Context: an optimization exercise on an open-source flow, tuned for small area, a short achievable clock period and few clock cycles per item. The choices shown serve that exercise and are no tape-out recipe.
Power and IR drop assume default switching activity.

==> flow/design.v <==
module SME(clk,reset,chardata,isstring,ispattern,valid,match,match_index);
input clk;
input reset;
input [7:0] chardata;
input isstring;
input ispattern;
output match;
output [4:0] match_index;
output valid;
localparam space = 8'h20;
localparam first = 8'h5E;
localparam last  = 8'h24;
localparam dot   = 8'h2E;
localparam star  = 8'h2A;
reg         isstr_r;             
reg         ispat_r;             
reg  [7:0]  str_r [31:0];
reg  [5:0]  strCnt_r;
reg  [32:0] act_r;
reg         hasStar_r;
reg         frozen_r;
reg  [4:0]  off_r;               
reg  [5:0]  pos_r;
reg         any_r;
reg         fin_r;
reg         valid_r, match_r;
reg  [4:0]  matchIdx_r;
assign valid = valid_r;
assign match = match_r;
assign match_index = matchIdx_r;
integer q;
always @(posedge clk) begin
    if (reset) begin
        isstr_r <= 1'b0;
        ispat_r <= 1'b0;
    end
    else begin
        isstr_r <= isstring;
        ispat_r <= ispattern;
    end
end
always @(posedge clk) begin
    if (isstring) begin
        for (q = 0; q < 31; q = q + 1)
            str_r[q] <= str_r[q+1];
        str_r[31] <= chardata;
    end
end
wire [5:0] strCntNxt = !isstring ? strCnt_r :
                       isstr_r   ? strCnt_r + 6'd1 : 6'd1;
always @(posedge clk) begin
    if (reset)
        strCnt_r <= 6'd0;
    else
        strCnt_r <= strCntNxt;
end
wire        tStar  = (chardata == star);
wire        tDot   = (chardata == dot);
wire        tFirst = (chardata == first);
wire        tLast  = (chardata == last);
reg  [31:0] eq, sp;
reg  [32:0] startSet;
reg  [32:0] src;
reg  [32:0] nxt;
reg  [32:0] pre;
always @(*) begin
    for (q = 0; q < 32; q = q + 1) begin
        eq[q]       = (str_r[q] == chardata);
        sp[q]       = (str_r[q] == space);
        startSet[q] = ({1'b0, strCntNxt} + q >= 7'd32);
    end
    startSet[32] = 1'b0;
    src = act_r;
    pre = src;
    for (q = 32; q >= 1; q = q - 1) pre[q] = pre[q] | pre[q-1];
    for (q = 32; q >= 2; q = q - 1) pre[q] = pre[q] | pre[q-2];
    for (q = 32; q >= 4; q = q - 1) pre[q] = pre[q] | pre[q-4];
    for (q = 32; q >= 8; q = q - 1) pre[q] = pre[q] | pre[q-8];
    for (q = 32; q >= 16; q = q - 1) pre[q] = pre[q] | pre[q-16];
    for (q = 32; q >= 32; q = q - 1) pre[q] = pre[q] | pre[q-32];
    if (tStar)
        nxt = pre;
    else if (tFirst) begin
        nxt[0] = src[0];
        for (q = 1; q < 33; q = q + 1)
            nxt[q] = src[q] & (!src[q-1] | sp[q-1]);
        nxt[32] = 1'b0;
    end
    else if (tLast) begin
        for (q = 0; q < 32; q = q + 1)
            nxt[q] = src[q] & sp[q];
        nxt[32] = src[32];
    end
    else begin
        nxt[0] = 1'b0;
        for (q = 0; q < 32; q = q + 1)
            nxt[q+1] = src[q] & (tDot | eq[q]);
    end
end
wire       patFirst = ispattern && !ispat_r;
wire       curStar  = hasStar_r && !patFirst;
wire [4:0] curOff   = patFirst ? strCnt_r[4:0] : off_r;
wire       consume  = !(tStar || tFirst || tLast);
always @(posedge clk) begin
    act_r <= ispattern ? nxt : startSet;
    if (ispattern)
        off_r <= (consume && !curStar) ? curOff - 5'd1 : curOff;
end
always @(posedge clk) begin
    if (reset) begin
        hasStar_r <= 1'b0;
        frozen_r  <= 1'b0;
    end
    else begin
        hasStar_r <= ispattern && (curStar || tStar);
        frozen_r  <= hasStar_r;
    end
end
reg [5:0] lead;
always @(*) begin
    lead = 6'd0;
    for (q = 32; q >= 0; q = q - 1)
        if (act_r[q]) lead = q;
end
always @(posedge clk) begin
    if (!frozen_r) pos_r <= lead;
    any_r <= |act_r;
end
always @(posedge clk) begin
    if (reset) begin
        fin_r      <= 1'b0;
        valid_r    <= 1'b0;
        match_r    <= 1'b0;
        matchIdx_r <= 5'd0;
    end
    else begin
        fin_r      <= ispat_r && !ispattern;
        valid_r    <= fin_r;
        match_r    <= fin_r && any_r;
        matchIdx_r <= (fin_r && any_r) ? pos_r[4:0] + off_r : 5'd0;
    end
end
endmodule
Settings: LEC_CHECK=0, ABC_CLOCK_PERIOD_IN_PS=2000, CAP_MARGIN=20, CORE_MARGIN=2, CORE_UTILIZATION=60, SETUP_SLACK_MARGIN=2.8, SLEW_MARGIN=20; clock period 5.0 ns.
run.sh (not shown) runs the stock make flow with config.mk's settings and CLKGATE_MAP_FILE= SYNTH_SCRIPT=/design/flow/synth_recipe.tcl, a recipe that flattens the netlist after the stock synthesis.
The first run ran to the end with no violations.
Change:
--- a/flow/design.v
+++ b/flow/design.v
@@ -58,6 +58,7 @@
 wire        tDot   = (chardata == dot);
 wire        tFirst = (chardata == first);
 wire        tLast  = (chardata == last);
+wire        tNorm  = !(tStar || tFirst || tLast);
 reg  [31:0] eq, sp;
 reg  [32:0] startSet;
 reg  [32:0] src;
@@ -78,23 +79,11 @@
     for (q = 32; q >= 8; q = q - 1) pre[q] = pre[q] | pre[q-8];
     for (q = 32; q >= 16; q = q - 1) pre[q] = pre[q] | pre[q-16];
     for (q = 32; q >= 32; q = q - 1) pre[q] = pre[q] | pre[q-32];
-    if (tStar)
-        nxt = pre;
-    else if (tFirst) begin
-        nxt[0] = src[0];
-        for (q = 1; q < 33; q = q + 1)
-            nxt[q] = src[q] & (!src[q-1] | sp[q-1]);
-        nxt[32] = 1'b0;
-    end
-    else if (tLast) begin
-        for (q = 0; q < 32; q = q + 1)
-            nxt[q] = src[q] & sp[q];
-        nxt[32] = src[32];
-    end
-    else begin
-        nxt[0] = 1'b0;
-        for (q = 0; q < 32; q = q + 1)
-            nxt[q+1] = src[q] & (tDot | eq[q]);
+    for (q = 0; q < 33; q = q + 1) begin
+        nxt[q] = (tStar && pre[q]) ||
+                 (tFirst && q < 32 && src[q] && (q == 0 || !src[q-1] || sp[q-1])) ||
+                 (tLast && src[q] && (q == 32 || sp[q])) ||
+                 (tNorm && q > 0 && src[q-1] && (tDot || eq[q-1]));
     end
 end
 wire       patFirst = ispattern && !ispat_r;
Via count came out lower by 7.4%.
Core utilization came out lower by 3.6 points.
Cell area came out lower by 6.6%.
Die area came out lower by 2.9%.
Worst hold slack is better by 0.016 ns.
Synthesized cell count came out lower by 4.0%.
Global-route usage came out lower by 1.7 points.
Wire length came out lower by 11%.
Clock-buffer cell count stays the same.
Final cell count came out lower by 5.8%.
Synthesized area came out lower by 3.0%.
No functional check of the RTL was part of any run of this note.

---

== the baseline ==
SME, a different RTL version from the one above (not shown whole).
For scale: about 1400 cells after synthesis, ~370 flip-flops, ~19 I/O pins, about 17000 µm² of cells after synthesis.
Design SME, start of the top module:
module SME(clk,reset,chardata,isstring,ispattern,valid,match,match_index);
input clk;
input reset;
input [7:0] chardata;
input isstring;
input ispattern;
output match;
output [4:0] match_index;
output valid;
localparam space = 8'h20;
localparam first = 8'h5E;
localparam last  = 8'h24;
localparam dot   = 8'h2E;
localparam star  = 8'h2A;
reg         isstr_r;             
reg         ispat_r, ispat_rr;   
reg  [31:0] eq_r;                
reg         tStar_r, tDot_r, tLast_r, tFirst_r;
reg  [7:0]  str_r [31:0];
reg  [5:0]  strCnt_r;
reg  [32:0] act_r;
reg         hasStar_r;           
reg  [4:0]  off_r;               
reg  [3:0]  grpAny_r;            
reg  [2:0]  grpLo_r0, grpLo_r1, grpLo_r2, grpLo_r3;
reg         any_r;
reg         fin_r;
reg         valid_r, match_r;
reg  [4:0]  matchIdx_r;
assign valid = valid_r;
assign match = match_r;
assign match_index = matchIdx_r;
integer q;
wire       inFirst = (chardata == first);
wire       inLast  = (chardata == last);
  ...
==> module SME, before the edit <==
module SME(clk,reset,chardata,isstring,ispattern,valid,match,match_index);
input clk;
input reset;
input [7:0] chardata;
input isstring;
input ispattern;
output match;
output [4:0] match_index;
output valid;
localparam space = 8'h20;
localparam first = 8'h5E;
localparam last  = 8'h24;
localparam dot   = 8'h2E;
localparam star  = 8'h2A;
reg         isstr_r;             
reg         ispat_r, ispat_rr;   
reg  [31:0] eq_r;                
reg         tStar_r, tDot_r, tLast_r, tFirst_r;
reg  [7:0]  str_r [31:0];
reg  [5:0]  strCnt_r;
reg  [32:0] act_r;
reg         hasStar_r;           
reg  [4:0]  off_r;               
reg  [3:0]  grpAny_r;            
reg  [2:0]  grpLo_r0, grpLo_r1, grpLo_r2, grpLo_r3;
reg         any_r;
reg         fin_r;
reg         valid_r, match_r;
reg  [4:0]  matchIdx_r;
assign valid = valid_r;
assign match = match_r;
assign match_index = matchIdx_r;
integer q;
wire       inFirst = (chardata == first);
wire       inLast  = (chardata == last);
wire [7:0] cmpChr  = (inFirst || inLast) ? space : chardata;
always @(posedge clk) begin
    if (reset) begin
        isstr_r  <= 1'b0;
        ispat_r  <= 1'b0;
        ispat_rr <= 1'b0;
    end
    else begin
        isstr_r  <= isstring;
        ispat_r  <= ispattern;
        ispat_rr <= ispat_r;
    end
    for (q = 0; q < 32; q = q + 1)
        eq_r[q] <= (str_r[q] == cmpChr);
    tStar_r  <= (chardata == star);
    tDot_r   <= (chardata == dot);
    tLast_r  <= inLast;
    tFirst_r <= inFirst;
end
always @(posedge clk) begin
    if (isstring) begin
        for (q = 0; q < 31; q = q + 1)
            str_r[q] <= str_r[q+1];
        str_r[31] <= chardata;
    end
end
always @(posedge clk) begin
    if (reset)
        strCnt_r <= 6'd0;
    else if (isstring)
        strCnt_r <= isstr_r ? strCnt_r + 6'd1 : 6'd1;
end
reg  [32:0] startSet;
reg  [32:0] nxt;                 
reg  [32:0] pre;
reg  [32:0] peIn;                
always @(*) begin
    for (q = 0; q < 32; q = q + 1)
        startSet[q] = ({1'b0, strCnt_r} + q >= 7'd32);
    startSet[32] = 1'b0;
    pre = act_r;
    for (q = 32; q >= 1; q = q - 1) pre[q] = pre[q] | pre[q-1];
    for (q = 32; q >= 2; q = q - 1) pre[q] = pre[q] | pre[q-2];
    for (q = 32; q >= 4; q = q - 1) pre[q] = pre[q] | pre[q-4];
    for (q = 32; q >= 8; q = q - 1) pre[q] = pre[q] | pre[q-8];
    for (q = 32; q >= 16; q = q - 1) pre[q] = pre[q] | pre[q-16];
    for (q = 32; q >= 32; q = q - 1) pre[q] = pre[q] | pre[q-32];
    if (tFirst_r) begin
        peIn[0] = act_r[0];
        for (q = 1; q < 33; q = q + 1)
            peIn[q] = act_r[q] & (!act_r[q-1] | eq_r[q-1]);
        peIn[32] = 1'b0;
    end
    else if (tLast_r) begin
        for (q = 0; q < 32; q = q + 1)
            peIn[q] = act_r[q] & eq_r[q];
        peIn[32] = act_r[32];
    end
    else if (tStar_r)
        peIn = act_r;
    else begin
        peIn[0] = 1'b0;
        for (q = 0; q < 32; q = q + 1)
            peIn[q+1] = act_r[q] & (tDot_r | eq_r[q]);
    end
    nxt = tStar_r ? pre : peIn;
end
function [2:0] pe8;
    input [7:0] v;
    begin
        pe8[2] = ~|v[3:0];
        pe8[1] = pe8[2] ? ~|v[5:4] : ~|v[1:0];
        pe8[0] = pe8[2] ? (pe8[1] ? ~v[6] : ~v[4]) : (pe8[1] ? ~v[2] : ~v[0]);
    end
endfunction
wire [3:0] grpAny = {|peIn[31:24], |peIn[23:16], |peIn[15:8], |peIn[7:0]};
wire       patFirst = ispat_r && !ispat_rr;
wire       consume  = !(tStar_r || tFirst_r || tLast_r);
wire [4:0] strDec   = strCnt_r[4:0] - 5'd1;
wire [4:0] offDec   = off_r - 5'd1;
wire [4:0] offNxt   = patFirst ? (consume ? strDec : strCnt_r[4:0]) :
                      (consume && !hasStar_r) ? offDec : off_r;
always @(posedge clk) begin
    act_r <= ispat_r ? nxt : startSet;
    if (ispat_r) begin
        off_r <= offNxt;
        if (!hasStar_r) begin
            grpAny_r <= grpAny;
            grpLo_r0 <= pe8(peIn[7:0]);
            grpLo_r1 <= pe8(peIn[15:8]);
            grpLo_r2 <= pe8(peIn[23:16]);
            grpLo_r3 <= pe8(peIn[31:24]);
        end
        any_r <= (|grpAny) || peIn[32];
    end
end
wire [1:0] grpSel;
assign grpSel[1] = !grpAny_r[0] && !grpAny_r[1];
assign grpSel[0] = grpSel[1] ? !grpAny_r[2] : !grpAny_r[0];
wire [2:0] grpLo  = grpSel[1] ? (grpSel[0] ? grpLo_r3 : grpLo_r2) : (grpSel[0] ? grpLo_r1 : grpLo_r0);
wire [4:0] pos    = (|grpAny_r) ? {grpSel, grpLo} : 5'd0;
always @(posedge clk) begin
    if (reset) begin
        hasStar_r  <= 1'b0;
        fin_r      <= 1'b0;
        valid_r    <= 1'b0;
        match_r    <= 1'b0;
        matchIdx_r <= 5'd0;
    end
    else begin
        hasStar_r  <= ispat_r && ((hasStar_r && !patFirst) || tStar_r);
        fin_r      <= ispat_r && !ispattern;
        valid_r    <= fin_r;
        match_r    <= fin_r && any_r;
        matchIdx_r <= (fin_r && any_r) ? pos + off_r : 5'd0;
    end
end
endmodule
make LEC_CHECK=0 CAP_MARGIN=20 CORE_MARGIN=2 CORE_UTILIZATION=60 SETUP_SLACK_MARGIN=2.8 SLEW_MARGIN=20 finish   # period 5.0 ns
### the baseline -> the candidate
--- a/flow/design.v
+++ b/flow/design.v
@@ -19,12 +19,11 @@
 reg  [7:0]  str_r [31:0];
 reg  [5:0]  strCnt_r;
 reg  [32:0] act_r;
 reg         hasStar_r;           
 reg  [4:0]  off_r;               
-reg  [3:0]  grpAny_r;            
-reg  [2:0]  grpLo_r0, grpLo_r1, grpLo_r2, grpLo_r3;
+reg  [5:0]  pos_r;
 reg         any_r;
 reg         fin_r;
 reg         valid_r, match_r;
 reg  [4:0]  matchIdx_r;
 assign valid = valid_r;
@@ -107,35 +106,33 @@
         pe8[1] = pe8[2] ? ~|v[5:4] : ~|v[1:0];
         pe8[0] = pe8[2] ? (pe8[1] ? ~v[6] : ~v[4]) : (pe8[1] ? ~v[2] : ~v[0]);
     end
 endfunction
 wire [3:0] grpAny = {|peIn[31:24], |peIn[23:16], |peIn[15:8], |peIn[7:0]};
+wire [2:0] grpLo0 = pe8(peIn[7:0]);
+wire [2:0] grpLo1 = pe8(peIn[15:8]);
+wire [2:0] grpLo2 = pe8(peIn[23:16]);
+wire [2:0] grpLo3 = pe8(peIn[31:24]);
+wire [1:0] grpSel;
+assign grpSel[1] = !grpAny[0] && !grpAny[1];
+assign grpSel[0] = grpSel[1] ? !grpAny[2] : !grpAny[0];
+wire [2:0] grpLo  = grpSel[1] ? (grpSel[0] ? grpLo3 : grpLo2) : (grpSel[0] ? grpLo1 : grpLo0);
+wire [5:0] lead   = (|grpAny) ? {1'b0, grpSel, grpLo} : 6'd32;
 wire       patFirst = ispat_r && !ispat_rr;
 wire       consume  = !(tStar_r || tFirst_r || tLast_r);
 wire [4:0] strDec   = strCnt_r[4:0] - 5'd1;
 wire [4:0] offDec   = off_r - 5'd1;
 wire [4:0] offNxt   = patFirst ? (consume ? strDec : strCnt_r[4:0]) :
                       (consume && !hasStar_r) ? offDec : off_r;
 always @(posedge clk) begin
     act_r <= ispat_r ? nxt : startSet;
     if (ispat_r) begin
         off_r <= offNxt;
-        if (!hasStar_r) begin
-            grpAny_r <= grpAny;
-            grpLo_r0 <= pe8(peIn[7:0]);
-            grpLo_r1 <= pe8(peIn[15:8]);
-            grpLo_r2 <= pe8(peIn[23:16]);
-            grpLo_r3 <= pe8(peIn[31:24]);
-        end
-        any_r <= (|grpAny) || peIn[32];
+        any_r <= (|peIn[31:0]) || peIn[32];
+        if (!hasStar_r) pos_r <= lead;
     end
 end
-wire [1:0] grpSel;
-assign grpSel[1] = !grpAny_r[0] && !grpAny_r[1];
-assign grpSel[0] = grpSel[1] ? !grpAny_r[2] : !grpAny_r[0];
-wire [2:0] grpLo  = grpSel[1] ? (grpSel[0] ? grpLo_r3 : grpLo_r2) : (grpSel[0] ? grpLo_r1 : grpLo_r0);
-wire [4:0] pos    = (|grpAny_r) ? {grpSel, grpLo} : 5'd0;
 always @(posedge clk) begin
     if (reset) begin
         hasStar_r  <= 1'b0;
         fin_r      <= 1'b0;
         valid_r    <= 1'b0;
@@ -145,9 +142,9 @@
     else begin
         hasStar_r  <= ispat_r && ((hasStar_r && !patFirst) || tStar_r);
         fin_r      <= ispat_r && !ispattern;
         valid_r    <= fin_r;
         match_r    <= fin_r && any_r;
-        matchIdx_r <= (fin_r && any_r) ? pos + off_r : 5'd0;
+        matchIdx_r <= (fin_r && any_r) ? pos_r[4:0] + off_r : 5'd0;
     end
 end
 endmodule
In the candidate relative to the baseline, global-route wire length before repair had gone up by a little under 10%. On synthesized cell count, the higher figure sits with the candidate, not the baseline. The baseline → the candidate: register-to-register setup slack rose 0.07 ns; share of the final layout cell area in multi-input gates up 2.4 points. Number of filler cells placed in the layout of the candidate falls short of that of the baseline by a few percent. The candidate gives less clock network power share than the baseline did.
No run of this note included a check of the RTL's function; only the layout flow was run.

-- what the ideal ports hide --
In the flow no input, the clock included, has a driving cell. The finished layouts below were timed again as built, in two steps. Step 1 sets driving cells, clkbuf_16 on the clock port and buf_2 on the other inputs (assumed; they add their load-dependent delay and slew). Step 2, shift: input delay + t, output delay - t, t = (earliest + latest rising clock arrival at the registers) / 2. This alone moves slack from input paths to output paths. Slacks: ideal / step 1 / step 2; pairs: ideal / step 1.
run | t, ns | setup slack, ns | worst setup path after step 2 | clock arrival spread, ns | slew at the worst register clock pin (ns)
the first run of note 1 | 0.570 | 2.695 / 2.670 / 2.100 | input to register | 0.020 / 0.020 | 0.07 / 0.07
the second run of note 1 | 0.557 | 2.519 / 2.464 / 1.907 | input to register | 0.022 / 0.021 | 0.06 / 0.06
the baseline | 0.573 | 2.023 / 2.023 / 1.823 | input to register | 0.022 / 0.022 | 0.06 / 0.06
the candidate | 0.579 | 2.095 / 2.095 / 2.095 | register to register | 0.028 / 0.029 | 0.06 / 0.06
After both steps setup and hold are still met in every run listed. The setup slack of the second run of note 1, which loses most, moves by -0.055 ns with the drivers and by -0.612 ns with both steps.
